From an optimization exercise on the open Yosys and OpenROAD flow, aimed at small area; shortcuts taken in it are not production practice. RTL that was checked went through simulation tests only; none was proved equivalent to the original. Only the layout flow was run in runs 1 and 2; the RTL was not checked for function there. Power figures rest on the tool's default switching activity, not on a simulated workload.

===== flow/design.v =====
module beacon_chars(k, j, e, first, nfeed);
  input [6:0] k;
  wire [6:0] k;
  input [4:0] j;
  wire [4:0] j;
  input [17:0] e;
  wire [17:0] e;
  input first;
  wire first;
  output nfeed;
  wire nfeed;
  wire _000_;
  wire _001_;
  wire _002_;
  wire _003_;
  wire _004_;
  wire _005_;
  wire _006_;
  wire _007_;
  wire _008_;
  wire _009_;
  wire _010_;
  wire _011_;
  wire _012_;
  wire _013_;
  wire _014_;
  wire _015_;
  wire _016_;
  wire _017_;
  wire _018_;
  wire _019_;
  wire _020_;
  wire _021_;
  wire _022_;
  wire _023_;
  wire _024_;
  wire _025_;
  wire _026_;
  wire _027_;
  wire _028_;
  wire _029_;
  wire _030_;
  wire _031_;
  wire _032_;
  wire _033_;
  wire _034_;
  wire _035_;
  wire _036_;
  wire _037_;
  wire _038_;
  wire _039_;
  wire _040_;
  wire _041_;
  wire _042_;
  wire _043_;
  wire _044_;
  wire _045_;
  wire _046_;
  wire _047_;
  wire _048_;
  wire _049_;
  wire _050_;
  wire _051_;
  wire _052_;
  wire _053_;
  wire _054_;
  wire _055_;
  wire _056_;
  wire _057_;
  wire _058_;
  wire _059_;
  wire _060_;
  wire _061_;
  wire _062_;
  wire _063_;
  wire _064_;
  wire _065_;
  wire _066_;
  wire _067_;
  wire _068_;
  wire _069_;
  wire _070_;
  wire _071_;
  wire _072_;
  wire _073_;
  wire _074_;
  wire _075_;
  wire _076_;
  wire _077_;
  wire _078_;
  wire _079_;
  wire _080_;
  wire _081_;
  wire _082_;
  wire _083_;
  wire _084_;
  wire _085_;
  wire _086_;
  wire _087_;
  wire _088_;
  wire _089_;
  wire _090_;
  wire _091_;
  wire _092_;
  wire _093_;
  wire _094_;
  wire _095_;
  wire _096_;
  wire _097_;
  wire _098_;
  wire _099_;
  wire _100_;
  wire _101_;
  wire _102_;
  wire _103_;
  wire _104_;
  wire _105_;
  wire _106_;
  wire _107_;
  wire _108_;
  wire _109_;
  wire _110_;
  wire _111_;
  wire _112_;
  wire _113_;
  wire _114_;
  wire _115_;
  wire _116_;
  wire _117_;
  wire _118_;
  wire _119_;
  wire _120_;
  wire _121_;
  wire _122_;
  wire _123_;
  wire _124_;
  wire _125_;
  wire _126_;
  wire _127_;
  wire _128_;
  wire _129_;
  wire _130_;
  wire _131_;
  wire _132_;
  wire _133_;
  wire _134_;
  wire _135_;
  wire _136_;
  wire _137_;
  wire _138_;
  wire _139_;
  wire _140_;
  wire _141_;
  wire _142_;
  wire _143_;
  wire _144_;
  wire _145_;
  wire _146_;
  wire _147_;
  wire _148_;
  wire _149_;
  wire _150_;
  wire _151_;
  wire _152_;
  wire _153_;
  wire _154_;
  wire _155_;
  wire _156_;
  wire _157_;
  wire _158_;
  wire _159_;
  wire _160_;
  wire _161_;
  wire _162_;
  wire _163_;
  wire _164_;
  wire _165_;
  wire _166_;
  wire _167_;
  wire _168_;
  wire _169_;
  wire _170_;
  wire _171_;
  wire _172_;
  wire _173_;
  wire _174_;
  wire _175_;
  wire _176_;
  wire _177_;
  wire _178_;
  wire _179_;
  wire _180_;
  wire _181_;
  wire _182_;
  wire _183_;
  wire _184_;
  wire _185_;
  wire _186_;
  wire _187_;
  wire _188_;
  wire _189_;
  wire _190_;
  wire _191_;
  wire _192_;
  wire _193_;
  wire _194_;
  wire _195_;
  wire _196_;
  wire _197_;
  wire _198_;
  wire _199_;
  wire _200_;
  wire _201_;
  wire _202_;
  wire _203_;
  wire _204_;
  wire _205_;
  wire _206_;
  wire _207_;
  wire _208_;
  wire _209_;
  wire _210_;
  wire _211_;
  wire _212_;
  wire _213_;
  wire _214_;
  wire _215_;
  wire _216_;
  wire _217_;
  wire _218_;
  wire _219_;
  wire _220_;
  wire _221_;
  wire _222_;
  wire _223_;
  wire _224_;
  wire _225_;
  wire _226_;
  wire _227_;
  wire _228_;
  wire _229_;
  wire _230_;
  wire _231_;
  wire _232_;
  wire _233_;
  wire _234_;
  wire _235_;
  wire _236_;
  wire _237_;
  wire _238_;
  wire _239_;
  wire _240_;
  wire _241_;
  wire _242_;
  wire _243_;
  wire _244_;
  wire _245_;
  wire _246_;
  wire _247_;
  wire _248_;
  wire _249_;
  wire _250_;
  wire _251_;
  wire _252_;
  wire _253_;
  wire _254_;
  wire _255_;
  wire _256_;
  wire _257_;
  wire _258_;
  wire _259_;
  wire _260_;
  wire _261_;
  wire _262_;
  wire _263_;
  wire _264_;
  wire _265_;
  wire _266_;
  wire _267_;
  wire _268_;
  wire _269_;
  wire _270_;
  wire _271_;
  wire _272_;
  wire _273_;
  wire _274_;
  wire _275_;
  wire _276_;
  wire _277_;
  wire _278_;
  wire _279_;
  wire _280_;
  wire _281_;
  wire _282_;
  wire _283_;
  wire _284_;
  wire _285_;
  wire _286_;
  wire _287_;
  wire _288_;
  wire _289_;
  wire _290_;
  wire _291_;
  wire _292_;
  wire _293_;
  wire _294_;
  wire _295_;
  wire _296_;
  wire _297_;
  wire _298_;
  wire _299_;
  wire _300_;
  wire _301_;
  wire _302_;
  wire _303_;
  wire _304_;
  wire _305_;
  wire _306_;
  wire _307_;
  wire _308_;
  wire _309_;
  wire _310_;
  wire _311_;
  wire _312_;
  wire _313_;
  wire _314_;
  assign _230_ = 4'h2 >> { k[0], k[1] };
  assign _241_ = 4'h8 >> { _230_, k[3] };
  assign _250_ = 4'h2 >> { k[2], k[4] };
  assign _251_ = 4'h8 >> { _250_, _241_ };
  assign _252_ = 4'h8 >> { k[0], k[1] };
  assign _253_ = 4'h4 >> { _252_, k[3] };
  assign _254_ = 4'h1 >> { k[2], k[4] };
  assign _255_ = 4'h2 >> { _254_, _253_ };
  assign _256_ = 4'h1 >> { _255_, _251_ };
  assign _257_ = 4'h2 >> { k[3], k[4] };
  assign _258_ = 4'h8 >> { _257_, k[2] };
  assign _259_ = 4'h2 >> { _258_, _256_ };
  assign _260_ = 4'h4 >> { _252_, k[2] };
  assign _261_ = 4'h2 >> { _260_, k[0] };
  assign _262_ = 4'h2 >> { _261_, k[5] };
  assign _263_ = 4'h4 >> { _262_, _259_ };
  assign _264_ = 4'h1 >> { k[0], k[1] };
  assign _265_ = 4'h1 >> { k[3], k[4] };
  assign _266_ = 4'h4 >> { _265_, k[2] };
  assign _267_ = 4'h8 >> { _266_, _264_ };
  assign _268_ = 4'h8 >> { _267_, k[5] };
  assign _269_ = 4'h2 >> { k[5], k[0] };
  assign _270_ = 4'h8 >> { k[3], k[4] };
  assign _271_ = 4'h8 >> { _270_, k[1] };
  assign _272_ = 4'h8 >> { _271_, _269_ };
  assign _273_ = 4'h8 >> { _270_, k[2] };
  assign _274_ = 4'h4 >> { _273_, k[5] };
  assign _275_ = 4'h1 >> { _274_, _272_ };
  assign _276_ = 4'h4 >> { _275_, _268_ };
  assign _277_ = 4'h4 >> { _276_, _263_ };
  assign _278_ = 4'h1 >> { _277_, k[6] };
  assign _279_ = 4'h1 >> { k[5], k[3] };
  assign _280_ = 4'h8 >> { k[2], k[4] };
  assign _281_ = 4'h4 >> { _280_, k[0] };
  assign _282_ = 4'h8 >> { _260_, k[4] };
  assign _283_ = 4'h1 >> { _282_, _264_ };
  assign _284_ = 4'h4 >> { _283_, _281_ };
  assign _285_ = 4'h2 >> { _284_, k[6] };
  assign _286_ = 4'h8 >> { _285_, _279_ };
  assign _287_ = 4'h2 >> { _286_, e[13] };
  assign _288_ = 4'h4 >> { _287_, _278_ };
  assign _289_ = 4'h2 >> { k[5], k[6] };
  assign _290_ = 4'h8 >> { _266_, k[6] };
  assign _291_ = 4'h1 >> { _290_, _289_ };
  assign _292_ = 4'h8 >> { k[0], k[3] };
  assign _293_ = 4'h8 >> { _292_, k[2] };
  assign _294_ = 4'h1 >> { _293_, _241_ };
  assign _295_ = 4'h4 >> { _294_, _291_ };
  assign _296_ = 4'h4 >> { _292_, k[1] };
  assign _297_ = 4'h1 >> { _296_, _253_ };
  assign _298_ = 4'h1 >> { _297_, _250_ };
  assign _299_ = 4'h8 >> { _280_, _241_ };
  assign _300_ = 4'h1 >> { _299_, _298_ };
  assign _301_ = 4'h4 >> { k[2], k[4] };
  assign _302_ = 4'h4 >> { _250_, k[0] };
  assign _303_ = 4'h1 >> { _302_, _301_ };
  assign _304_ = 4'h2 >> { k[0], k[3] };
  assign _305_ = 4'h1 >> { _304_, _303_ };
  assign _306_ = 4'h2 >> { _305_, _300_ };
  assign _307_ = 4'h4 >> { _266_, _264_ };
  assign _308_ = 4'h1 >> { _307_, _293_ };
  assign _309_ = 4'h2 >> { _308_, k[5] };
  assign _310_ = 4'h8 >> { _309_, _306_ };
  assign _311_ = 4'h1 >> { _310_, k[3] };
  assign _312_ = 4'h1 >> { _311_, _250_ };
  assign _313_ = 4'h4 >> { k[0], k[1] };
  assign _314_ = 4'h4 >> { _313_, k[3] };
  assign _000_ = 4'h4 >> { _314_, k[2] };
  assign _001_ = 4'h8 >> { _301_, k[1] };
  assign _002_ = 4'h8 >> { _001_, k[0] };
  assign _003_ = 4'h1 >> { _002_, _000_ };
  assign _004_ = 4'h4 >> { _003_, _312_ };
  assign _005_ = 4'h2 >> { _004_, _295_ };
  assign _006_ = 4'h4 >> { _302_, k[1] };
  assign _007_ = 4'h8 >> { _006_, k[5] };
  assign _008_ = 4'h1 >> { _007_, _301_ };
  assign _009_ = 4'h1 >> { _008_, k[3] };
  assign _010_ = 4'h8 >> { _300_, k[5] };
  assign _011_ = 4'h2 >> { k[2], k[3] };
  assign _012_ = 4'h1 >> { _011_, _257_ };
  assign _013_ = 4'h1 >> { _012_, k[1] };
  assign _014_ = 4'h4 >> { _013_, _250_ };
  assign _015_ = 4'h8 >> { _014_, k[3] };
  assign _016_ = 4'h4 >> { k[2], k[3] };
  assign _017_ = 4'h1 >> { _016_, _011_ };
  assign _018_ = 4'h8 >> { _017_, k[1] };
  assign _019_ = 4'h8 >> { _018_, _250_ };
  assign _020_ = 4'h1 >> { _001_, k[5] };
  assign _021_ = 4'h4 >> { _020_, _019_ };
  assign _022_ = 4'h4 >> { _021_, _015_ };
  assign _023_ = 4'h1 >> { _022_, _010_ };
  assign _024_ = 4'h1 >> { _023_, _009_ };
  assign _025_ = 4'h1 >> { _024_, k[6] };
  assign _026_ = 4'h1 >> { _025_, e[13] };
  assign _027_ = 4'h4 >> { _026_, _005_ };
  assign _028_ = 4'h1 >> { _027_, _288_ };
  assign _029_ = 4'h2 >> { _028_, j[0] };
  assign _030_ = 4'h8 >> { _265_, _230_ };
  assign _031_ = 4'h8 >> { _292_, _254_ };
  assign _032_ = 4'h1 >> { _031_, k[6] };
  assign _033_ = 4'h4 >> { _032_, _030_ };
  assign _034_ = 4'h8 >> { _033_, _256_ };
  assign _035_ = 4'h2 >> { _280_, k[3] };
  assign _036_ = 4'h4 >> { _035_, _283_ };
  assign _037_ = 4'h2 >> { _314_, k[6] };
  assign _038_ = 4'h4 >> { _037_, _299_ };
  assign _039_ = 4'h4 >> { _038_, _036_ };
  assign _040_ = 4'h1 >> { _039_, _034_ };
  assign _041_ = 4'h4 >> { _258_, _230_ };
  assign _042_ = 4'h4 >> { _041_, _285_ };
  assign _043_ = 4'h1 >> { _264_, _252_ };
  assign _044_ = 4'h4 >> { _043_, _017_ };
  assign _045_ = 4'h8 >> { _270_, _264_ };
  assign _046_ = 4'h8 >> { _301_, _292_ };
  assign _047_ = 4'h1 >> { _046_, _250_ };
  assign _048_ = 4'h4 >> { _047_, _045_ };
  assign _049_ = 4'h4 >> { _048_, _044_ };
  assign _050_ = 4'h2 >> { _049_, _001_ };
  assign _051_ = 4'h4 >> { _011_, k[6] };
  assign _052_ = 4'h1 >> { _051_, _254_ };
  assign _053_ = 4'h2 >> { _052_, _313_ };
  assign _054_ = 4'h1 >> { _053_, _050_ };
  assign _055_ = 4'h4 >> { _054_, _042_ };
  assign _056_ = 4'h4 >> { _055_, _040_ };
  assign _057_ = 4'h1 >> { _056_, k[5] };
  assign _058_ = 4'h2 >> { _273_, k[0] };
  assign _059_ = 4'h4 >> { _012_, _313_ };
  assign _060_ = 4'h1 >> { _059_, _058_ };
  assign _061_ = 4'h1 >> { k[1], k[3] };
  assign _062_ = 4'h1 >> { _061_, _241_ };
  assign _063_ = 4'h1 >> { _062_, k[4] };
  assign _064_ = 4'h4 >> { k[5], k[6] };
  assign _065_ = 4'h4 >> { _064_, _260_ };
  assign _066_ = 4'h4 >> { _065_, _063_ };
  assign _067_ = 4'h4 >> { _066_, _060_ };
  assign _068_ = 4'h4 >> { _264_, k[5] };
  assign _069_ = 4'h1 >> { _068_, _043_ };
  assign _070_ = 4'h8 >> { _069_, _290_ };
  assign _071_ = 4'h1 >> { _070_, j[0] };
  assign _072_ = 4'h4 >> { _071_, _067_ };
  assign _073_ = 4'h4 >> { _072_, _288_ };
  assign _074_ = 4'h4 >> { _073_, _057_ };
  assign _075_ = 4'h1 >> { _074_, _029_ };
  assign _076_ = 4'h1 >> { _075_, j[2] };
  assign _077_ = 4'h1 >> { _076_, j[1] };
  assign _078_ = 4'h1 >> { _270_, _265_ };
  assign _079_ = 4'h1 >> { k[0], k[4] };
  assign _080_ = 4'h1 >> { _079_, _078_ };
  assign _081_ = 4'h1 >> { _080_, k[5] };
  assign _082_ = 4'h1 >> { _081_, k[6] };
  assign _083_ = 4'h8 >> { _082_, _306_ };
  assign _084_ = 4'h8 >> { _083_, _277_ };
  assign _085_ = 4'h8 >> { _289_, k[4] };
  assign _086_ = 4'h1 >> { _085_, _295_ };
  assign _087_ = 4'h2 >> { _044_, _261_ };
  assign _088_ = 4'h2 >> { _087_, _279_ };
  assign _089_ = 4'h1 >> { _088_, _086_ };
  assign _090_ = 4'h4 >> { _289_, _286_ };
  assign _091_ = 4'h4 >> { _090_, _089_ };
  assign _092_ = 4'h1 >> { _091_, _084_ };
  assign _093_ = 4'h2 >> { _092_, j[0] };
  assign _094_ = 4'h4 >> { _064_, _306_ };
  assign _095_ = 4'h1 >> { k[5], k[6] };
  assign _096_ = 4'h8 >> { _095_, _078_ };
  assign _097_ = 4'h4 >> { _096_, _015_ };
  assign _098_ = 4'h1 >> { _097_, _089_ };
  assign _099_ = 4'h4 >> { _098_, _094_ };
  assign _100_ = 4'h1 >> { _099_, j[0] };
  assign _101_ = 4'h1 >> { _100_, _093_ };
  assign _102_ = 4'h2 >> j[2:1];
  assign _103_ = 4'h4 >> { _102_, _101_ };
  assign _104_ = 4'h2 >> { _103_, e[14] };
  assign _105_ = 4'h1 >> { _104_, e[13] };
  assign _106_ = 4'h1 >> { _105_, _077_ };
  assign _107_ = 4'h1 >> { e[15], e[17] };
  assign _108_ = 4'h8 >> { e[13], e[14] };
  assign _109_ = 4'h2 >> { _108_, _107_ };
  assign _110_ = 4'h8 >> { j[2], j[0] };
  assign _111_ = 4'h4 >> { _110_, j[1] };
  assign _112_ = 4'h1 >> { _111_, _109_ };
  assign _113_ = 4'h8 >> { _301_, k[3] };
  assign _114_ = 4'h8 >> { _113_, _023_ };
  assign _115_ = 4'h8 >> { _269_, _250_ };
  assign _116_ = 4'h8 >> { _115_, _297_ };
  assign _117_ = 4'h1 >> { _116_, _310_ };
  assign _118_ = 4'h4 >> { _117_, _114_ };
  assign _119_ = 4'h1 >> { _118_, k[6] };
  assign _120_ = 4'h8 >> { _043_, _257_ };
  assign _121_ = 4'h8 >> { _001_, _292_ };
  assign _122_ = 4'h1 >> { _121_, _006_ };
  assign _123_ = 4'h4 >> { _122_, _120_ };
  assign _124_ = 4'h4 >> { _123_, _291_ };
  assign _125_ = 4'h2 >> { _124_, j[1] };
  assign _126_ = 4'h4 >> { _125_, _119_ };
  assign _127_ = 4'h1 >> { _019_, _299_ };
  assign _128_ = 4'h2 >> { _127_, k[5] };
  assign _129_ = 4'h8 >> { _068_, _257_ };
  assign _130_ = 4'h1 >> { _016_, k[5] };
  assign _131_ = 4'h4 >> { _313_, k[4] };
  assign _132_ = 4'h8 >> { _131_, _130_ };
  assign _133_ = 4'h1 >> { _132_, _129_ };
  assign _134_ = 4'h4 >> { _133_, _014_ };
  assign _135_ = 4'h8 >> { k[5], k[2] };
  assign _136_ = 4'h4 >> { _252_, k[4] };
  assign _137_ = 4'h4 >> { _136_, _135_ };
  assign _138_ = 4'h4 >> { _137_, _130_ };
  assign _139_ = 4'h8 >> { _135_, _313_ };
  assign _140_ = 4'h1 >> { _139_, k[6] };
  assign _141_ = 4'h4 >> { _140_, _272_ };
  assign _142_ = 4'h8 >> { _079_, k[5] };
  assign _143_ = 4'h4 >> { _142_, _018_ };
  assign _144_ = 4'h2 >> { _143_, _141_ };
  assign _145_ = 4'h4 >> { _144_, _138_ };
  assign _146_ = 4'h8 >> { _145_, _134_ };
  assign _147_ = 4'h4 >> { _146_, _128_ };
  assign _148_ = 4'h1 >> { _049_, k[5] };
  assign _149_ = 4'h8 >> { _307_, k[5] };
  assign _150_ = 4'h2 >> { _149_, k[6] };
  assign _151_ = 4'h4 >> { _150_, _148_ };
  assign _152_ = 4'h1 >> { _151_, _147_ };
  assign _153_ = 4'h1 >> { _152_, j[1] };
  assign _154_ = 4'h2 >> { _153_, j[0] };
  assign _155_ = 4'h4 >> { _154_, _126_ };
  assign _156_ = 4'h4 >> { _012_, k[1] };
  assign _157_ = 4'h8 >> { _156_, _306_ };
  assign _158_ = 4'h2 >> { _113_, _095_ };
  assign _159_ = 4'h4 >> { _158_, _251_ };
  assign _160_ = 4'h4 >> { _159_, _000_ };
  assign _161_ = 4'h4 >> { _160_, _157_ };
  assign _162_ = 4'h1 >> { _264_, k[2] };
  assign _163_ = 4'h4 >> { _162_, _265_ };
  assign _164_ = 4'h4 >> { _163_, _253_ };
  assign _165_ = 4'h4 >> { _156_, _314_ };
  assign _166_ = 4'h1 >> { _270_, _253_ };
  assign _167_ = 4'h1 >> { _166_, _163_ };
  assign _168_ = 4'h1 >> { _167_, _165_ };
  assign _169_ = 4'h4 >> { _168_, _164_ };
  assign _170_ = 4'h2 >> { _169_, _064_ };
  assign _171_ = 4'h1 >> { _113_, _257_ };
  assign _172_ = 4'h4 >> { _171_, _044_ };
  assign _173_ = 4'h2 >> { _172_, _123_ };
  assign _174_ = 4'h2 >> { _031_, _289_ };
  assign _175_ = 4'h4 >> { _174_, _173_ };
  assign _176_ = 4'h2 >> { _268_, j[1] };
  assign _177_ = 4'h4 >> { _176_, _175_ };
  assign _178_ = 4'h4 >> { _177_, _170_ };
  assign _179_ = 4'h4 >> { _178_, _161_ };
  assign _180_ = 4'h1 >> { _254_, k[0] };
  assign _181_ = 4'h4 >> { _180_, _257_ };
  assign _182_ = 4'h2 >> { _058_, _289_ };
  assign _183_ = 4'h4 >> { _182_, _181_ };
  assign _184_ = 4'h2 >> { _017_, k[0] };
  assign _185_ = 4'h1 >> { _184_, _250_ };
  assign _186_ = 4'h1 >> { _185_, k[5] };
  assign _187_ = 4'h4 >> { _186_, _183_ };
  assign _188_ = 4'h1 >> { _187_, _290_ };
  assign _189_ = 4'h1 >> { _188_, k[1] };
  assign _190_ = 4'h2 >> { _013_, k[5] };
  assign _191_ = 4'h2 >> { _254_, k[1] };
  assign _192_ = 4'h4 >> { _191_, _302_ };
  assign _193_ = 4'h1 >> { _192_, _190_ };
  assign _194_ = 4'h4 >> { _253_, k[4] };
  assign _195_ = 4'h1 >> { _001_, _241_ };
  assign _196_ = 4'h2 >> { _195_, k[5] };
  assign _197_ = 4'h1 >> { _196_, _194_ };
  assign _198_ = 4'h8 >> { _197_, _141_ };
  assign _199_ = 4'h4 >> { _198_, _193_ };
  assign _200_ = 4'h8 >> { _183_, k[1] };
  assign _201_ = 4'h1 >> { _200_, j[1] };
  assign _202_ = 4'h4 >> { _201_, _199_ };
  assign _203_ = 4'h4 >> { _202_, _189_ };
  assign _204_ = 4'h1 >> { _203_, j[0] };
  assign _205_ = 4'h4 >> { _204_, _179_ };
  assign _206_ = 4'h1 >> { _205_, j[2] };
  assign _207_ = 4'h4 >> { _206_, _155_ };
  assign _208_ = 4'h4 >> { _095_, _267_ };
  assign _209_ = 4'h1 >> { _296_, k[4] };
  assign _210_ = 4'h2 >> { _209_, k[2] };
  assign _211_ = 4'h4 >> { _064_, _270_ };
  assign _212_ = 4'h4 >> { _211_, _019_ };
  assign _213_ = 4'h4 >> { _212_, _210_ };
  assign _214_ = 4'h1 >> { _213_, _208_ };
  assign _215_ = 4'h8 >> { _282_, k[3] };
  assign _216_ = 4'h1 >> { _215_, _214_ };
  assign _217_ = 4'h1 >> { _216_, j[1] };
  assign _218_ = 4'h1 >> { _217_, j[0] };
  assign _219_ = 4'h8 >> { _107_, j[2] };
  assign _220_ = 4'h4 >> { _219_, _218_ };
  assign _221_ = 4'h1 >> { _220_, _207_ };
  assign _222_ = 4'h1 >> { e[13], e[14] };
  assign _223_ = 4'h4 >> { _222_, _221_ };
  assign _224_ = 4'h1 >> { _223_, _112_ };
  assign _225_ = 4'h4 >> { _224_, _106_ };
  assign _226_ = 4'h8 >> { e[2], e[4] };
  assign _227_ = 4'h8 >> { e[0], e[3] };
  assign _228_ = 4'h8 >> { _227_, e[1] };
  assign _229_ = 4'h8 >> { _228_, _226_ };
  assign _231_ = 4'h1 >> { _229_, e[5] };
  assign _232_ = 4'h2 >> { _231_, e[6] };
  assign _233_ = 4'h1 >> { _232_, e[7] };
  assign _234_ = 4'h2 >> { _233_, e[8] };
  assign _235_ = 4'h1 >> e[10:9];
  assign _236_ = 4'h4 >> { _235_, _234_ };
  assign _237_ = 4'h8 >> e[12:11];
  assign _238_ = 4'h8 >> { _237_, _108_ };
  assign _239_ = 4'h4 >> { _238_, _236_ };
  assign _240_ = 4'h2 >> { e[15], e[17] };
  assign _242_ = 4'h4 >> { _240_, _239_ };
  assign _243_ = 4'h2 >> { _242_, e[16] };
  assign _244_ = 4'h8 >> { _110_, j[1] };
  assign _245_ = 4'h1 >> { _244_, j[3] };
  assign _246_ = 4'h8 >> { first, e[17] };
  assign _247_ = 4'h1 >> { _246_, j[4] };
  assign _248_ = 4'h4 >> { _247_, _245_ };
  assign _249_ = 4'h4 >> { _248_, _243_ };
  assign nfeed = 4'h4 >> { _249_, _225_ };
endmodule
module beacon_engine (
    input  clk,
    input  rst_n,
    output nfeed,      
    output reg ld,     
    output reg hold,   
    output reg en      
);
reg  [8:0] w;               
reg  [4:0] j;               
reg  [17:0] e;              
reg        first;           
wire tick = (w == 9'd0);
wire sweep = ~w[8] & ~w[7] & (w[6:0] != 7'd0) & (w[6:0] <= 7'd99);
wire adv = tick & (j == 5'd16);
wire wrap = ~e[17] & (e[16:0] >= 17'd91809);
reg  [17:0] op;
always @(*) begin
  if (sweep) op = 18'd390;
  else if (adv) op = wrap ? 18'h2_028D : 18'h3_892E;
  else if (tick) op = 18'h3_692E;
  else op = 18'd0;
end
wire [18:0] c;
wire [17:0] e_n;
assign c[0] = 1'b0;
genvar i;
generate for (i = 0; i < 18; i = i + 1) begin : g_add
  assign e_n[i] = e[i] ^ op[i] ^ c[i];
  assign c[i+1] = (e[i] & op[i]) | (c[i] & (e[i] ^ op[i]));
end endgenerate
always @(posedge clk or negedge rst_n)
  if (!rst_n) begin
    w <= 9'd151; j <= 5'd25; e <= 18'h3_6B3D; first <= 1'b1; en <= 1'b0;
    ld <= 1'b0; hold <= 1'b1;
  end else begin
    if (tick) begin
      w <= (j == 5'd25) ? 9'd379 : 9'd433;
      j <= (j == 5'd25) ? 5'd7 : j + 5'd1;
    end else
      w <= w - 9'd1;
    e <= e_n;
    if (adv && wrap) first <= 1'b0;
    if (tick) en <= 1'b1;
    ld <= (w == 9'd1);
    hold <= (w != 9'd1);
  end
beacon_chars u_chars (.k(w[6:0]), .j(j), .e(e), .first(first), .nfeed(nfeed));
endmodule
module fpga_top (
output tx_R19,
output tx_T11,
output tx_T10,
output tx_T12,
output tx_U12,
output tx_U13,
output tx_V13,
output tx_V12,
output tx_W13,
output tx_T14,
output tx_T15,
output tx_P14,
output tx_R14,
output tx_Y16,
output tx_Y17,
output tx_W14,
output tx_Y14,
output tx_T16,
output tx_U17,
output tx_V15,
output tx_W15,
output tx_U14,
output tx_U15,
output tx_U18,
output tx_U19,
output tx_P19,
output tx_N20,
output tx_P20,
output tx_T20,
output tx_U20,
output tx_V20,
output tx_W20,
output tx_Y18,
output tx_Y19,
output tx_V16,
output tx_W16,
output tx_R16,
output tx_R17,
output tx_T17,
output tx_R18,
output tx_V17,
output tx_V18,
output tx_W18,
output tx_W19,
output tx_N17,
output tx_P18,
output tx_P15,
output tx_P16,
output tx_T19,
output tx_G14,
output tx_C20,
output tx_B20,
output tx_B19,
output tx_A20,
output tx_E17,
output tx_D18,
output tx_D19,
output tx_D20,
output tx_E18,
output tx_E19,
output tx_F16,
output tx_F17,
output tx_M19,
output tx_M20,
output tx_M17,
output tx_M18,
output tx_L19,
output tx_L20,
output tx_K19,
output tx_J19,
output tx_L16,
output tx_L17,
output tx_K17,
output tx_K18,
output tx_H16,
output tx_H17,
output tx_J18,
output tx_H18,
output tx_F19,
output tx_F20,
output tx_G17,
output tx_G18,
output tx_J20,
output tx_H20,
output tx_G19,
output tx_G20,
output tx_H15,
output tx_G15,
output tx_K14,
output tx_J14,
output tx_N15,
output tx_N16,
output tx_L14,
output tx_L15,
output tx_M14,
output tx_M15,
output tx_K16,
output tx_J16,
output tx_J15,
input clk,
input rst_n );
wire nfeed, ld, hold, en;
beacon_engine u_eng (.clk(clk), .rst_n(rst_n), .nfeed(nfeed), .ld(ld), .hold(hold), .en(en));
reg [99:1] sh;
reg [99:1] p;
always @(posedge clk) sh <= {sh[98:1], nfeed};
always @(posedge clk) p <= (sh & {99{ld}}) | (p & {99{hold}});
assign tx_R19 = ~(p[1] & en);
assign tx_T11 = ~(p[2] & en);
assign tx_T10 = ~(p[3] & en);
assign tx_T12 = ~(p[4] & en);
assign tx_U12 = ~(p[5] & en);
assign tx_U13 = ~(p[6] & en);
assign tx_V13 = ~(p[7] & en);
assign tx_V12 = ~(p[8] & en);
assign tx_W13 = ~(p[9] & en);
assign tx_T14 = ~(p[10] & en);
assign tx_T15 = ~(p[11] & en);
assign tx_P14 = ~(p[12] & en);
assign tx_R14 = ~(p[13] & en);
assign tx_Y16 = ~(p[14] & en);
assign tx_Y17 = ~(p[15] & en);
assign tx_W14 = ~(p[16] & en);
assign tx_Y14 = ~(p[17] & en);
assign tx_T16 = ~(p[18] & en);
assign tx_U17 = ~(p[19] & en);
assign tx_V15 = ~(p[20] & en);
assign tx_W15 = ~(p[21] & en);
assign tx_U14 = ~(p[22] & en);
assign tx_U15 = ~(p[23] & en);
assign tx_U18 = ~(p[24] & en);
assign tx_U19 = ~(p[25] & en);
assign tx_P19 = ~(p[26] & en);
assign tx_N20 = ~(p[27] & en);
assign tx_P20 = ~(p[28] & en);
assign tx_T20 = ~(p[29] & en);
assign tx_U20 = ~(p[30] & en);
assign tx_V20 = ~(p[31] & en);
assign tx_W20 = ~(p[32] & en);
assign tx_Y18 = ~(p[33] & en);
assign tx_Y19 = ~(p[34] & en);
assign tx_V16 = ~(p[35] & en);
assign tx_W16 = ~(p[36] & en);
assign tx_R16 = ~(p[37] & en);
assign tx_R17 = ~(p[38] & en);
assign tx_T17 = ~(p[39] & en);
assign tx_R18 = ~(p[40] & en);
assign tx_V17 = ~(p[41] & en);
assign tx_V18 = ~(p[42] & en);
assign tx_W18 = ~(p[43] & en);
assign tx_W19 = ~(p[44] & en);
assign tx_N17 = ~(p[45] & en);
assign tx_P18 = ~(p[46] & en);
assign tx_P15 = ~(p[47] & en);
assign tx_P16 = ~(p[48] & en);
assign tx_T19 = ~(p[49] & en);
assign tx_G14 = ~(p[50] & en);
assign tx_C20 = ~(p[51] & en);
assign tx_B20 = ~(p[52] & en);
assign tx_B19 = ~(p[53] & en);
assign tx_A20 = ~(p[54] & en);
assign tx_E17 = ~(p[55] & en);
assign tx_D18 = ~(p[56] & en);
assign tx_D19 = ~(p[57] & en);
assign tx_D20 = ~(p[58] & en);
assign tx_E18 = ~(p[59] & en);
assign tx_E19 = ~(p[60] & en);
assign tx_F16 = ~(p[61] & en);
assign tx_F17 = ~(p[62] & en);
assign tx_M19 = ~(p[63] & en);
assign tx_M20 = ~(p[64] & en);
assign tx_M17 = ~(p[65] & en);
assign tx_M18 = ~(p[66] & en);
assign tx_L19 = ~(p[67] & en);
assign tx_L20 = ~(p[68] & en);
assign tx_K19 = ~(p[69] & en);
assign tx_J19 = ~(p[70] & en);
assign tx_L16 = ~(p[71] & en);
assign tx_L17 = ~(p[72] & en);
assign tx_K17 = ~(p[73] & en);
assign tx_K18 = ~(p[74] & en);
assign tx_H16 = ~(p[75] & en);
assign tx_H17 = ~(p[76] & en);
assign tx_J18 = ~(p[77] & en);
assign tx_H18 = ~(p[78] & en);
assign tx_F19 = ~(p[79] & en);
assign tx_F20 = ~(p[80] & en);
assign tx_G17 = ~(p[81] & en);
assign tx_G18 = ~(p[82] & en);
assign tx_J20 = ~(p[83] & en);
assign tx_H20 = ~(p[84] & en);
assign tx_G19 = ~(p[85] & en);
assign tx_G20 = ~(p[86] & en);
assign tx_H15 = ~(p[87] & en);
assign tx_G15 = ~(p[88] & en);
assign tx_K14 = ~(p[89] & en);
assign tx_J14 = ~(p[90] & en);
assign tx_N15 = ~(p[91] & en);
assign tx_N16 = ~(p[92] & en);
assign tx_L14 = ~(p[93] & en);
assign tx_L15 = ~(p[94] & en);
assign tx_M14 = ~(p[95] & en);
assign tx_M15 = ~(p[96] & en);
assign tx_K16 = ~(p[97] & en);
assign tx_J16 = ~(p[98] & en);
assign tx_J15 = ~(p[99] & en);
endmodule

===== flow/flow/run.sh =====
#!/bin/bash
# Standard ORFS layout with small port buffers and a small clock tree.
set -o pipefail
bash standard.sh \
  ABC_AREA=1 \
  BUFFER_PORTS_ARGS="-buffer_cell sky130_fd_sc_hd__buf_1" \
  CTS_ARGS="-sink_clustering_enable -repair_clock_nets -dont_use_dummy_load -sink_clustering_size 16 -sink_clustering_max_diameter 60 -buf_list {sky130_fd_sc_hd__clkbuf_8}" \
  finish > flow.log 2>&1

===== flow/standard.sh =====
#!/bin/bash
# synth_recipe.tcl (not shown) runs the flow's synth.tcl, then flattens the netlist and writes it again
# the make line also repeats each setting of config.mk as NAME=value (left out here)
make -C /OpenROAD-flow-scripts/flow DESIGN_CONFIG=/design/flow/config.mk WORK_HOME=/design/flow/orfs CLKGATE_MAP_FILE= SYNTH_SCRIPT=/design/flow/synth_recipe.tcl "${@:-finish}"

===== flow/config.mk =====
export PLATFORM = sky130hd
export DESIGN_NAME = fpga_top
export DESIGN_NICKNAME = fpga_top
export VERILOG_FILES = /design/flow/design.v
export SDC_FILE = /design/flow/constraint.sdc
export NUM_CORES = 4
export LEC_CHECK = 0
export CAP_MARGIN = 20
export CORE_MARGIN = 2
export CORE_UTILIZATION = 40
export SLEW_MARGIN = 20

===== flow/constraint.sdc =====
create_clock -name core_clock -period 6.0 [get_ports {clk}]
set_input_delay 1.2000 -clock core_clock [delete_from_list [all_inputs] [get_ports {clk}]]
set_output_delay 1.2000 -clock core_clock [all_outputs]
set_load 0.01 [all_outputs]

==> impl_metrics.ini, run 1 <==
[cells_and_area]
layout_commonest_cell = nand2_1
drive_above_1_share_pct = 13.9
final_cell_mix = nand2_1 (231), dfxtp_1 (198), a22o_1 (99), buf_1 (99), nand3_1 (53)
fill_cells = 2088
syn2layout_area_growth_pct = 15.9
nets = 1036
diodes = 0

[route]
ant_nets = 0
vias = 6380
drc = 0
vias_per_cell = 5.00
first_pass_iters = 4
wl_um = 20300
wl_per_cell_um = 15.9
drt_iter0_drc = 335

[clock_network]
clock_latency_ps = 540
htree_levels = 1
cts_root_buffer = clkbuf_8
ctsHoldBuffers = 0
cts_tree = done
numCtsBuffers = 20
ctsLongestPathBuffers = 3
path_clk_slew_ps = 90
cts.sink_count = 234

[placed_design]
dp_hpwl_um = 13500
dp_slack_ps = -257
io_buffers = 100
place.gp.congestion = 0.976

[floorplanning]
die_w_um = 149
coreArea_um2 = 20900
io_pins = 101
start_util_pct = 40.4
die_area_um2 = 22300
die_y_um = 149
std_cell_rows = 53

[worst_setup_path]
cp_data_arrival_time_ps = 6610
crit_buf_inv = 8
end_kind = flop
slowest_delay_ps = 400
required_ps = 6440
critical_path.max_fanout = 3
critPathLaunchType = flop
worstSetupPathType = reg -> reg
cp_slowest_cell = dfrtp_1
cp_common_cell = fa_2
cpLargestDelayFamily = adder cells

[sta]
rsz0062_at_grt = yes
hold_viol_final = 0
fin_setup_tns_ps = -173
relSlewSlack_pct = 30.1
finalCritPeriodShare_pct = 103
max_freq_mhz = 162
layout_min_cycle_time_ps = 6170
setup_viol = 1
setup_ws_ps = -173
tightest_slew_ps = 1050
slew_viol_final = 0
fin_skew_ps = 67.8

[global_routing]
track_usage_pct = 18.2
grt-ovfl-total = 0
grt_max_degree = 101
grt_pass1_wl_um = 32600
grt_pass1_vias = 6138
antenna_found_initial = 0

[synthesis]
syn_avg_cell_area_um2 = 9.60
synth_compound_area_share_pct = 13.7
yosys_register_bits = 234
synthesis.instances = 879
synth-seq-area-share_pct = 58.0
synth_fa_ha_area_share_pct = 5.66
syn-cell-area_um2 = 8440
synth_top_family_by_area = simple AND/OR/NAND/NOR gates
synthMuxAreaShare_pct = 0
synth_cell_type_count = 37
ys.warnings.count = 2
synth_fp_nets = 912
synthSimpleGateAreaFrac_pct = 17.1
synth_xor_area_share_pct = 0.415

[power_and_ir_drop]
power_density_nw_per_um2 = 238
power.internal_uw = 1850
total_power_uw = 2330
combinationalPowerShare_pct = 0.2
peakVddDrop_mv = 0.125
power_leakage_uw = 0.00402
clkPwrFrac_pct = 32.9
seq_power_share_pct = 66.9
switching_power_uw = 473
swShare_pct = 20.3

[run_status]
violations = setup timing
status = complete, but fails checks

[run]
max-cap-violations = 0

[min_path]
hold_class = reg -> reg
-- cell usage after synthesis --
| library cell | n | area share, % |
|---|---|---|
| o2111ai_1 | 1 | 0.10 |
| buf_2 | 6 | 0.36 |
| nand4_1 | 5 | 0.37 |
| inv_2 | 5 | 0.22 |
| o21ai_0 | 19 | 1.1 |
| inv_1 | 60 | 2.7 |
| nand3b_1 | 2 | 0.18 |
| o21a_1 | 1 | 0.089 |
| a22o_1 | 99 | 10 |
| clkbuf_1 | 34 | 1.5 |
| nor3_1 | 6 | 0.36 |
| a21boi_1 | 1 | 0.089 |
| nand2_2 | 1 | 0.074 |
| dfrtp_1 | 14 | 4.2 |
| a32o_1 | 1 | 0.12 |
| nor3_2 | 1 | 0.12 |
| o211ai_1 | 2 | 0.18 |
| dfstp_2 | 22 | 6.8 |
| dfxtp_1 | 198 | 47 |
| a221oi_1 | 1 | 0.10 |
| nand2_1 | 233 | 10 |
| or2_2 | 1 | 0.074 |
| nor2_1 | 38 | 1.7 |
| clkinv_1 | 3 | 0.13 |
| nand3_1 | 53 | 3.1 |
| buf_1 | 1 | 0.044 |
| ha_1 | 19 | 2.8 |
| nor3b_1 | 1 | 0.089 |
| a21boi_0 | 1 | 0.089 |
| a21oi_1 | 20 | 1.2 |
| o31ai_1 | 1 | 0.089 |
| nor2_4 | 2 | 0.27 |
| buf_4 | 2 | 0.18 |
| xor2_1 | 4 | 0.42 |
| fa_1 | 12 | 2.8 |
| nor2_2 | 5 | 0.37 |
| a31oi_1 | 4 | 0.30 |
-- kinds of logic after synthesis --
logic type,after synthesis
xor gates and xnor gates,4
and+or+nand+nor,348
adders and majority gates,31
buffers and inverters,111
DFF,234
AOI/OAI and AO/OA,151
-- worst paths after layout --
path	slack, ps	start	depth (start not counted)	to
setup / recovery	-170	u_eng.w[3]$_DFF_PN0_	35	u_eng.e[17]$_DFF_PN1_
hold / removal	310	sh[3]$_DFF_P_	0	sh[4]$_DFF_P_
setup reg to reg	-170	u_eng.w[3]$_DFF_PN0_	35	u_eng.e[17]$_DFF_PN1_
hold reg to reg	310	sh[3]$_DFF_P_	0	sh[4]$_DFF_P_
max in group asynchronous	4560	rst_n	1	u_eng.ld$_DFF_PN0_
min in group asynchronous	790	rst_n	1	u_eng.e[10]$_DFF_PN0_
-- repair_timing --
item	CTS	global route
pin swaps	2	0
setup buffers	3	4
gates resized for setup	2	6
endpoints found under the setup margin	2	3
-- routing by layer --
metal,track usage (%),share of wire [%]
met5,0,0
met4,5.67,2.5
met3,2.84,5.8
met2,27.3,43
met1,26.9,48
-- metrics by stage --
stage	utilization, %	std cells	instance area (µm²)	hold WS, ps
finish	46.8	1276	9780	311
global route	46.8	1276	9780	308
CTS	46.5	1271	9710	318
detailed placement	45.1	1248	9410	338
global placement	45.1	1248	9410	333
floorplan	-	879	8600	332
-- layout make-up --
cell class / count / area, µm² / area share (%)
flip-flops and latches: 234 / 4900 / 50.1
multi-input cells: 534 / 3270 / 33.4
repair buffers: 145 / 727 / 7.43
well taps: 275 / 344 / 3.52
clock buffers: 20 / 275 / 2.81
inverters: 68 / 265 / 2.71
-- state kept, by name, summed over array words and instances (netlist names) --
| signal | flops |
|---|---|
| p | 99 |
| sh | 99 |
| u_eng.e | 18 |
| u_eng.w | 9 |
| u_eng.j | 5 |
| u_eng.en | 1 |
| u_eng.first | 1 |
| u_eng.hold | 1 |
| u_eng.ld | 1 |
-- power groups by stage --
stage	combinational [µW]	clock, µW	sequential, µW
5_1_grt	5.73	870	1560
4_1_cts	5.16	810	1560
3_5_place_dp	5.15	0	1590
2_1_floorplan	0.00162	0	1590
3_3_place_gp	5.11	0	1590
6_report	4.77	767	1560
==> run 2, diff against run 1 <==
==> flow/flow/run.sh (replaced) <==
#!/bin/bash
# Standard ORFS layout with small port buffers and a small clock tree.
set -o pipefail
bash standard.sh \
  ABC_AREA=1 \
  BUFFER_PORTS_ARGS="-buffer_cell sky130_fd_sc_hd__buf_1" \
  CTS_ARGS="-sink_clustering_enable -repair_clock_nets -dont_use_dummy_load -sink_clustering_size 10 -sink_clustering_max_diameter 40 -buf_list {sky130_fd_sc_hd__clkbuf_4}" \
  finish > flow.log 2>&1
==> impl_metrics.ini, run 2 <==
[sta]
hold_viol_final = 0
fin_skew_ps = 103
relSlewSlack_pct = 31.3
rsz0062_at_grt = yes
slew_viol_final = 0
finalCritPeriodShare_pct = 102
setup_viol = 1
whs_ps = 241
max_freq_mhz = 163
layout_min_cycle_time_ps = 6140
setup_ws_ps = -138
tightest_slew_ps = 1030

[route]
wl_um = 20400
drt_iter0_drc = 397
vias = 6441
ant_nets = 0
drc = 0
first_pass_iters = 4
wl_per_cell_um = 15.9
vias_per_cell = 5.00

[floorplanning]
die_w_um = 149
die_y_um = 149
io_pins = 101
coreArea_um2 = 20900
std_cell_rows = 53
die_area_um2 = 22300
start_util_pct = 40.4

[cells_and_area]
layout_commonest_cell = nand2_1
drive_above_1_share_pct = 14.7
utilization_pct = 46.6
reg_top3 = p (99), sh (99), u_eng.e (18)
multi_input_area_um2 = 3270
regArea_um2 = 4900
fill_cells = 2100
final_cells = 1287
nets = 1046
syn2layout_area_growth_pct = 15.4
final_cell_mix = nand2_1 (231), dfxtp_1 (198), a22o_1 (99), buf_1 (99), nand3_1 (53)

[placed_design]
place.gp.congestion = 0.976
place_inst = 1248
io_buffers = 100
dp_hpwl_um = 13500
dp_slack_ps = -257

[worst_setup_path]
critPathLaunchType = flop
cpLargestDelayFamily = adder cells
crit_buf_inv = 8
end_kind = flop
cp_common_cell = fa_2
critical_path.max_fanout = 3
cp_slowest_cell = dfrtp_1
worstSetupPathType = reg -> reg
slowest_delay_ps = 400
required_ps = 6540
cp_data_arrival_time_ps = 6680

[clock_network]
numCtsBuffers = 31
ctsHoldBuffers = 0
htree_levels = 1
cts_root_buffer = clkbuf_4
cts.sink_count = 234
cts_tree = done
ctsLongestPathBuffers = 3
clock_latency_ps = 700
path_clk_slew_ps = 90

[synthesis]
ys.warnings.count = 2
yosysMostFrequentCell = nand2_1
yosys_register_bits = 234
synth_top_area_cell = dfxtp_1
synthesis.instances = 879
syn-cell-area_um2 = 8440
synth_fp_nets = 912
synthTopCellsByCount = nand2_1 (233), dfxtp_1 (198), a22o_1 (99)
synth_cell_type_count = 37
synth-edff-count = 0
synth-seq-area-share_pct = 58.0
synth_top_area_share_pct = 47.0
synth-async-reset-ratio_pct = 15.4
synth.area.top_cells = dfxtp_1 (47%), nand2_1 (10%), a22o_1 (10%), dfstp_2 (6.8%), dfrtp_1 (4.2%)
synth_ff_type = dfxtp_1
syn_avg_cell_area_um2 = 9.60

[run_status]
status = complete, but fails checks
violations = setup timing

[global_routing]
grt_pass1_vias = 6229
grt_max_degree = 101
antenna_found_initial = 1
grt-ovfl-total = 0
grt_pass1_wl_um = 32800
track_usage_pct = 18.3

[run]
max-cap-violations = 0

[power_and_ir_drop]
peakVddDrop_mv = 0.128
power_leakage_uw = 0.00401
power_density_nw_per_um2 = 233

[min_path]
hold_class = reg -> reg
## run 2: layout make-up
class	count	area share (%)
Sequential cell	234	50.4
Multi-Input combinational cell	534	33.6
Timing Repair Buffer	144	7.39
Tap cell	275	3.53
Inverter	68	2.72
Clock buffer	31	2.39
Antenna cell	1	0.0257
## run 2: layer usage
layer  vias up  global-route usage [%]  part of all wire [%]
met4         0                    5.81                   2.9
met3        43                    3.43                   5.7
met2       171                    27.5                    44
li1       3184                       -                     -
met1      3043                    26.5                    48
met5         -                       0                     0
## run 2: cells by family after synthesis
family                   count (synthesis)  synth area share [%]
XOR/XNOR                                 4                 0.415
flip-flops                             234                  58.0
AO/OA/AOI/OAI                          151                  13.7
adder cells (fa/ha/maj)                 31                  5.66
AND/OR/NAND/NOR                        348                  17.1
buffers and inverters                  111                  5.11
## run 2: power by group
| part | total, µW | internal, µW | switching [µW] |
|---|---|---|---|
| clock | 709 | 235 | 473 |
| sequential | 1560 | 1560 | 0 |
| combinational | 4.76 | 0.215 | 4.54 |
## run 2: path summary, 6_finish.rpt
path	cells past startpoint	to	from	slack [ps]
max in group asynchronous	1	u_eng.ld$_DFF_PN0_	rst_n	4670
max	35	u_eng.e[17]$_DFF_PN1_	u_eng.w[3]$_DFF_PN0_	-140
max reg2reg	35	u_eng.e[17]$_DFF_PN1_	u_eng.w[3]$_DFF_PN0_	-140
min	0	sh[5]$_DFF_P_	sh[4]$_DFF_P_	240
min in group asynchronous	1	u_eng.e[1]$_DFF_PN0_	rst_n	680
min reg2reg	0	sh[5]$_DFF_P_	sh[4]$_DFF_P_	240
## run 2: stage by stage
step / TNS (ps) / total power, µW / cell area, µm²
floorplan: -536 / 1590 / 8600
global placement: -85.3 / 1600 / 9410
detailed placement: -326 / 1600 / 9410
CTS: -181 / 2300 / 9660
global route: -621 / 2380 / 9740
finish: -138 / 2270 / 9740
## run 2: what timing repair did
item / in CTS / in global routing
gates resized for setup: 2 / 6
setup buffers: 1 / 5
pin swaps: 3 / 0
endpoints found under the setup margin: 2 / 3
## run 2: worst register-to-register path: cells and delay by family, from the launching register on
family	cells	cell delay, ps
DFF	1	400
buffers and inverters	8	430
and+or+nand+nor	8	700
xor gates and xnor gates	2	360
adders and majority gates	17	4190
==> run 3, diff against run 2 <==
--- a/flow/design.v
+++ b/flow/design.v
@@ -652,40 +652,53 @@
 reg  [8:0] w;               
 reg  [4:0] j;               
-reg  [17:0] e;              
+reg  [12:0] lo;
+reg  [4:0] hi;
+reg        cy;
 reg        first;           
-wire tick = (w == 9'd0);
-wire sweep = ~w[8] & ~w[7] & (w[6:0] != 7'd0) & (w[6:0] <= 7'd99);
-wire adv = tick & (j == 5'd16);
-wire wrap = ~e[17] & (e[16:0] >= 17'd91809);
+reg        sw;              
+reg        tk;              
+reg        adv;             
+reg        wrap;            
+wire [4:0] ht = hi + {4'd0, cy};
+wire [17:0] e = {ht, lo};
 reg  [17:0] op;
 always @(*) begin
-  if (sweep) op = 18'd390;
+  if (sw) op = 18'd390;
   else if (adv) op = wrap ? 18'h2_028D : 18'h3_892E;
-  else if (tick) op = 18'h3_692E;
+  else if (tk) op = 18'h3_692E;
   else op = 18'd0;
 end
-wire [18:0] c;
-wire [17:0] e_n;
+wire [13:0] c;
+wire [12:0] lo_n;
 assign c[0] = 1'b0;
 genvar i;
-generate for (i = 0; i < 18; i = i + 1) begin : g_add
-  assign e_n[i] = e[i] ^ op[i] ^ c[i];
-  assign c[i+1] = (e[i] & op[i]) | (c[i] & (e[i] ^ op[i]));
+generate for (i = 0; i < 13; i = i + 1) begin : g_add
+  assign lo_n[i] = lo[i] ^ op[i] ^ c[i];
+  assign c[i+1] = (lo[i] & op[i]) | (c[i] & (lo[i] ^ op[i]));
 end endgenerate
+wire last = (w == 9'd1);
 always @(posedge clk or negedge rst_n)
   if (!rst_n) begin
-    w <= 9'd151; j <= 5'd25; e <= 18'h3_6B3D; first <= 1'b1; en <= 1'b0;
+    w <= 9'd151; j <= 5'd25; lo <= 13'h0B3D; hi <= 5'h1B; cy <= 1'b0;
+    first <= 1'b1; en <= 1'b0; sw <= 1'b0; tk <= 1'b0; adv <= 1'b0; wrap <= 1'b0;
     ld <= 1'b0; hold <= 1'b1;
   end else begin
-    if (tick) begin
+    if (tk) begin
       w <= (j == 5'd25) ? 9'd379 : 9'd433;
       j <= (j == 5'd25) ? 5'd7 : j + 5'd1;
     end else
       w <= w - 9'd1;
-    e <= e_n;
+    lo <= lo_n;
+    hi <= hi + op[17:13] + {4'd0, cy};
+    cy <= c[13];
+    if (w == 9'd100) sw <= 1'b1;
+    else if (last) sw <= 1'b0;
+    tk <= last;
+    adv <= last & (j == 5'd16);
+    wrap <= ~e[17] & (e[16:0] >= 17'd91419);
     if (adv && wrap) first <= 1'b0;
-    if (tick) en <= 1'b1;
-    ld <= (w == 9'd1);
-    hold <= (w != 9'd1);
+    if (tk) en <= 1'b1;
+    ld <= last;
+    hold <= ~last;
   end
 beacon_chars u_chars (.k(w[6:0]), .j(j), .e(e), .first(first), .nfeed(nfeed));
--- a/flow/flow/run.sh
+++ b/flow/flow/run.sh
@@ -3,5 +3,5 @@
 set -o pipefail
 bash standard.sh \
-  ABC_AREA=1 \
+  ABC_AREA=1 RECOVER_POWER=100 \
   BUFFER_PORTS_ARGS="-buffer_cell sky130_fd_sc_hd__buf_1" \
   CTS_ARGS="-sink_clustering_enable -repair_clock_nets -dont_use_dummy_load -sink_clustering_size 10 -sink_clustering_max_diameter 40 -buf_list {sky130_fd_sc_hd__clkbuf_4}" \
==> impl_metrics.ini, run 3 <==
[sta]
hold_viol_final = 0
rsz0062_at_grt = no
setup_ws_ps = 842
layout_min_cycle_time_ps = 5160
setup_viol = 0
finalCritPeriodShare_pct = 86.0
fin_skew_ps = 56.0
relSlewSlack_pct = -142
fin_setup_tns_ps = 0
tightest_slew_ps = 3630
slew_viol_final = 323
max_freq_mhz = 194

[synthesis]
yosysMostFrequentCell = nand2_1
syn-cell-area_um2 = 8710
synth.area.top_cells = dfxtp_1 (46%), a22o_1 (10%), nand2_1 (8.8%), dfstp_2 (6.6%), dfrtp_1 (5.2%)
syn_avg_cell_area_um2 = 9.80
yosys_register_bits = 238
synth_ff_type = dfxtp_1
synth_top_area_cell = dfxtp_1
synth-async-reset-ratio_pct = 16.8
synthTopCellsByCount = nand2_1 (203), dfxtp_1 (198), a22o_1 (99)
synth-edff-count = 0
synth_top_area_share_pct = 45.5
synthesis.instances = 888
synth_fp_nets = 924
synth_cell_type_count = 46
synth-seq-area-share_pct = 57.3
ys.warnings.count = 2

[run_status]
violations = capacitance limit, slew limit
status = complete, but fails checks

[worst_setup_path]
worstSetupPathType = reg -> reg
r2r_slack_ps = 840
cp_data_arrival_time_ps = 5650
slowest_delay_ps = 800
critPathLaunchType = flop
r2r_cells = 22
required_ps = 6500
cp_common_cell = fa_1
crit_chain = nor2_1, inv_1, nor2_1, nor2_1, fa_1, inv_1, fa_1, fa_1, inv_1, ha_1, inv_1, fa_1, inv_1, ha_1, inv_1, fa_1, inv_1, fa_1, fa_1, ha_1, fa_1, ha_1
cpLargestDelayFamily = adder cells
reg2reg_from = u_eng.ld$_DFF_PN0_
critical_path.max_fanout = 33
crit_buf_inv = 7
cp_slowest_cell = dfrtp_1
end_kind = flop
cp_num_cells = 22
r2r_end = u_eng.lo[12]$_DFF_PN0_

[min_path]
worst_hold_path.endpoint = sh[78]$_DFF_P_
min_path_cells = 0
holdCritStartpoint = sh[77]$_DFF_P_
hold_class = reg -> reg

[power_and_ir_drop]
power_leakage_uw = 0.00397
power_density_nw_per_um2 = 239
peakVddDrop_mv = 0.117

[global_routing]
antenna_found_initial = 0
grt_pass1_wl_um = 30900
grt_pass1_vias = 6083
track_usage_pct = 16.6
grt_max_degree = 101
grt-ovfl-total = 0

[route]
vias = 6381
ant_nets = 0
first_pass_iters = 6
wl_um = 19200
drc = 0
drt_iter0_drc = 419
wl_per_cell_um = 15.4
vias_per_cell = 5.11

[placed_design]
dp_slack_ps = 1030
placedInstanceArea_um2 = 9240
dp_hpwl_um = 12500
io_buffers = 100
place.gp.congestion = 0.933

[cells_and_area]
syn2layout_area_growth_pct = 8.32
diodes = 0
nets = 1011
reg_top3 = p (99), sh (99), u_eng.lo (13)
multi_input_area_um2 = 3230
drive_above_1_share_pct = 7.81
regArea_um2 = 4990
fill_cells = 2068
stdcell_area_um2 = 9430
layout_commonest_cell = nand2_1
final_cell_mix = nand2_1 (203), dfxtp_1 (198), a22o_1 (99), buf_1 (99), inv_1 (60)

[run]
max-cap-violations = 4

[clock_network]
numCtsBuffers = 28
htree_levels = 1
clock_latency_ps = 620
cts_tree = done
path_clk_slew_ps = 100
cts.sink_count = 238
ctsHoldBuffers = 0
ctsLongestPathBuffers = 3
post_cts_buffers = 0
cts_root_buffer = clkbuf_4
ctsResizeCount = 0

[floorplanning]
io_pins = 101
die_y_um = 152
coreArea_um2 = 21200
start_util_pct = 41.0
die_area_um2 = 23000
std_cell_rows = 53
die_w_um = 152
## run 3: changes by cell type in the layout (fill, tap and decap cells not counted), sizes merged, moves of 4 or more
cell   previous run  this run
nand2           234       213
buf             143        99
nand3            53        40
nor2             45        53
dfrtp            14        18
ha               19        24
## run 3: how the worst max path moves through the flow
stage                       start                     end
3_5_place_dp   u_eng.ld$_DFF_PN0_  u_eng.lo[12]$_DFF_PN0_
4_1_cts        u_eng.ld$_DFF_PN0_  u_eng.lo[12]$_DFF_PN0_
5_1_grt        u_eng.ld$_DFF_PN0_  u_eng.lo[12]$_DFF_PN0_
6_report       u_eng.ld$_DFF_PN0_  u_eng.lo[12]$_DFF_PN0_
2_1_floorplan  u_eng.ld$_DFF_PN0_  u_eng.lo[12]$_DFF_PN0_
3_3_place_gp   u_eng.ld$_DFF_PN0_  u_eng.lo[12]$_DFF_PN0_
## run 3: kinds of logic after synthesis
family                   count (synthesis)  synth area share (%)
AND/OR/NAND/NOR                        328                  16.0
AO/OA/AOI/OAI                          165                  14.6
adder cells (fa/ha/maj)                 34                  5.75
flip-flops                             238                  57.3
XOR/XNOR                                 7                 0.704
buffers and inverters                  116                  5.55
## run 3: final cells by class
type	instances	share of cell area [%]
repair buffers	101	4.02
well taps	275	3.65
inverters	72	2.95
multi-input cells	534	34.2
flip-flops and latches	238	52.9
clock buffers	28	2.23
## run 3: metal layers
layer / global-route usage [%] / vias up / share of wire (%)
met1: 25.5 / 2992 / 50
met2: 24.3 / 216 / 42
li1: - / 3138 / -
met4: 4.03 / 0 / 1.8
met5: 0 / - / 0
met3: 2.78 / 35 / 6.1
## run 3: report_power, final
group / switching, µW / total, µW / internal (µW) / leakage (µW)
logic: 5.09 / 5.19 / 0.102 / 0.00179
registers: 0 / 1580 / 1580 / 0.00205
clock network: 451 / 665 / 215 / 0.000129
total: 456 / 2250 / 1800 / 0.00397
## run 3: metrics by stage
stage	hold WS [ps]	power [µW]	utilization, %	instances
after CTS	341	2290	44.5	1248
after floorplan	332	1620	-	888
final	339	2250	44.4	1248
after global placement	335	1620	43.5	1220
after detailed placement	338	1620	43.5	1220
after global routing	345	2360	44.4	1248
==> run 4, diff against run 3 <==
--- a/flow/flow/run.sh
+++ b/flow/flow/run.sh
@@ -3,5 +3,5 @@
 set -o pipefail
 bash standard.sh \
-  ABC_AREA=1 RECOVER_POWER=100 \
+  ABC_AREA=1 \
   BUFFER_PORTS_ARGS="-buffer_cell sky130_fd_sc_hd__buf_1" \
   CTS_ARGS="-sink_clustering_enable -repair_clock_nets -dont_use_dummy_load -sink_clustering_size 10 -sink_clustering_max_diameter 40 -buf_list {sky130_fd_sc_hd__clkbuf_4}" \
==> impl_metrics.ini, run 4 <==
[run_status]
status = complete, no violations

[global_routing]
busiest_layer = met1
gr-usage-met1_pct = 25.5
grt_pass1_vias = 6083
grt_pass1_wl_um = 30900
antenna_found_initial = 0
grt_max_degree = 101
use_met3_pct = 2.78
gr-usage-met2_pct = 24.3
track_usage_pct = 16.6
grt-ovfl-total = 0

[worst_setup_path]
r2r_end = u_eng.lo[12]$_DFF_PN0_
critical_path.max_fanout = 33
required_ps = 6500
reg2reg_from = u_eng.ld$_DFF_PN0_
crit_start = u_eng.ld$_DFF_PN0_
r2r_slack_ps = 1100
cp_data_arrival_time_ps = 5400
worstSetupPathType = reg -> reg
cp-endpoint = u_eng.lo[12]$_DFF_PN0_
critPathLaunchType = flop
r2r_cells = 22
end_kind = flop

[placed_design]
place.gp.congestion = 0.933
place_inst = 1220
placedInstanceArea_um2 = 9240
dp_hpwl_um = 12500
io_buffers = 100

[min_path]
hold_class = reg -> reg
min_path_cells = 0

[cells_and_area]
reg_top3 = p (99), sh (99), u_eng.lo (13)
syn2layout_area_growth_pct = 8.55
stdcell_area_um2 = 9450
layout_commonest_cell = nand2_1
drive_above_1_share_pct = 8.74
diodes = 0
final_cell_mix = nand2_1 (203), dfxtp_1 (198), a22o_1 (99), buf_1 (99), inv_1 (60)
final_cells = 1248
nets = 1011

[power_and_ir_drop]
power_leakage_uw = 0.00398
power_density_nw_per_um2 = 239
peakVddDrop_mv = 0.117

[floorplanning]
die_y_um = 152
start_util_pct = 41.0
io_pins = 101
die_w_um = 152
coreArea_um2 = 21200
std_cell_rows = 53
die_area_um2 = 23000

[sta]
fin_setup_tns_ps = 0
setup_viol = 0
layout_min_cycle_time_ps = 4900
max_freq_mhz = 204
relSlewSlack_pct = 31.8
slew_viol_final = 0
hold_viol_final = 0
tightest_slew_ps = 1020
fin_skew_ps = 53.7
finalCritPeriodShare_pct = 81.7
rsz0062_at_grt = no

[route]
wl_per_cell_um = 15.4
drc = 0
vias_per_cell = 5.13
first_pass_iters = 5
wl_um = 19200
drt_iter0_drc = 452
vias = 6404
ant_nets = 0

[synthesis]
yosys_register_bits = 238
synth_top_area_cell = dfxtp_1
synth_top_area_share_pct = 45.5
synth-seq-area-share_pct = 57.3
synth_fp_nets = 924
synth_cell_type_count = 46
synthTopCellsByCount = nand2_1 (203), dfxtp_1 (198), a22o_1 (99)
synth-async-reset-ratio_pct = 16.8
synth_ff_type = dfxtp_1
synthesis.instances = 888
yosysMostFrequentCell = nand2_1
syn-cell-area_um2 = 8710
synth-edff-count = 0
ys.warnings.count = 2
syn_avg_cell_area_um2 = 9.80
synth.area.top_cells = dfxtp_1 (46%), a22o_1 (10%), nand2_1 (8.8%), dfstp_2 (6.6%), dfrtp_1 (5.2%)

[clock_network]
clock_latency_ps = 620
ctsHoldBuffers = 0
cts.sink_count = 238
ctsLongestPathBuffers = 3
ctsResizeCount = 0
cts_tree = done
path_clk_slew_ps = 100
numCtsBuffers = 28
post_cts_buffers = 0
cts_root_buffer = clkbuf_4
htree_levels = 1

[run]
max-cap-violations = 0
==> run 4: worst max-delay path: stages, from the launching register on <==
cell and delay (ps):
dfrtp_4 640, nor2_1 150, inv_1 70, nor2_1 190, nor2_1 140, fa_1 440, inv_1 90, fa_1 200
fa_1 170, inv_1 40, ha_1 180, inv_1 80, fa_1 170, inv_1 40, ha_1 180, inv_1 70
fa_1 160, inv_1 50, fa_1 410, fa_1 400, ha_1 220, fa_1 400, ha_1 300
==> run 4: per-layer routing <==
metal  vias up  wire [µm]
met5         -          0
met4         0        407
met3        47       1220
met2       231       8060
met1      2990       9500
li1       3136          -
==> run 4: metrics by stage <==
| stage | setup slack, ps | total power (µW) | hold WS [ps] | util [%] |
|---|---|---|---|---|
| 6_report | 1100 | 2260 | 339 | 44.5 |
| 5_1_grt | 798 | 2360 | 345 | 44.5 |
| 4_1_cts | 1020 | 2290 | 341 | 44.5 |
| 3_5_place_dp | 1030 | 1620 | 338 | 43.5 |
| 3_3_place_gp | 1140 | 1620 | 335 | 43.5 |
| 2_1_floorplan | 1620 | 1620 | 332 | - |
==> run 4: how the worst min path moves through the flow <==
stage	start	to	slack, ps
after detailed placement	sh[6]$_DFF_P_	sh[7]$_DFF_P_	340
final	sh[77]$_DFF_P_	sh[78]$_DFF_P_	340
after floorplan	sh[9]$_DFF_P_	sh[10]$_DFF_P_	330
after global routing	sh[77]$_DFF_P_	sh[78]$_DFF_P_	350
after CTS	sh[77]$_DFF_P_	sh[78]$_DFF_P_	340
after global placement	sh[30]$_DFF_P_	sh[31]$_DFF_P_	330
==> run 4: kinds of logic (layout without fill, tap and decap cells) <==
| group | after synthesis | count (layout) | synth area share (%) |
|---|---|---|---|
| adder cells (fa/ha/maj) | 34 | 34 | 5.75 |
| AND/OR/NAND/NOR | 328 | 328 | 16.0 |
| XOR/XNOR | 7 | 7 | 0.704 |
| buffers and inverters | 116 | 201 | 5.55 |
| AO/OA/AOI/OAI | 165 | 165 | 14.6 |
| flip-flops | 238 | 238 | 57.3 |
==> run 4: report_power, final <==
| part | switching (µW) | total [µW] | internal (µW) |
|---|---|---|---|
| sequential | 0 | 1580 | 1580 |
| combinational | 5.04 | 5.28 | 0.235 |
| clock | 452 | 667 | 215 |
| total | 457 | 2260 | 1800 |
==> run 4: area by class of cell <==
cell class	instances	area [µm²]
repair buffers	101	384
clock buffers	28	210
flip-flops and latches	238	5000
inverters	72	278
multi-input cells	534	3230
fillers	2062	11800
well taps	275	344

[afterwards: timing with drivers on the ports]
No port has a modelled driver above. Below, the same layouts with a new extraction and two added sets of constraints. Step 1: set_driving_cell puts a clkbuf_16 on clk and a buf_2 on each other input, an assumption about the parent block. Step 2 also shifts input and output timing later by t, the mid clock arrival at the registers, as if the neighbouring blocks saw the same clock. Slacks: ideal ports / drivers / drivers and shift; pairs: ideal ports / drivers.
| run | t, ns | slack for setup (ns) | clock arrival spread, ns |
|---|---|---|---|
| run 1 | 0.551 | -0.173 / -0.173 / -0.173 | 0.068 / 0.068 |
| run 2 | 0.680 | -0.138 / -0.138 / -0.138 | 0.130 / 0.130 |
| run 3 | 0.625 | 0.842 / 0.842 / 0.842 | 0.058 / 0.058 |
| run 4 | 0.627 | 1.098 / 1.098 / 1.098 | 0.056 / 0.056 |
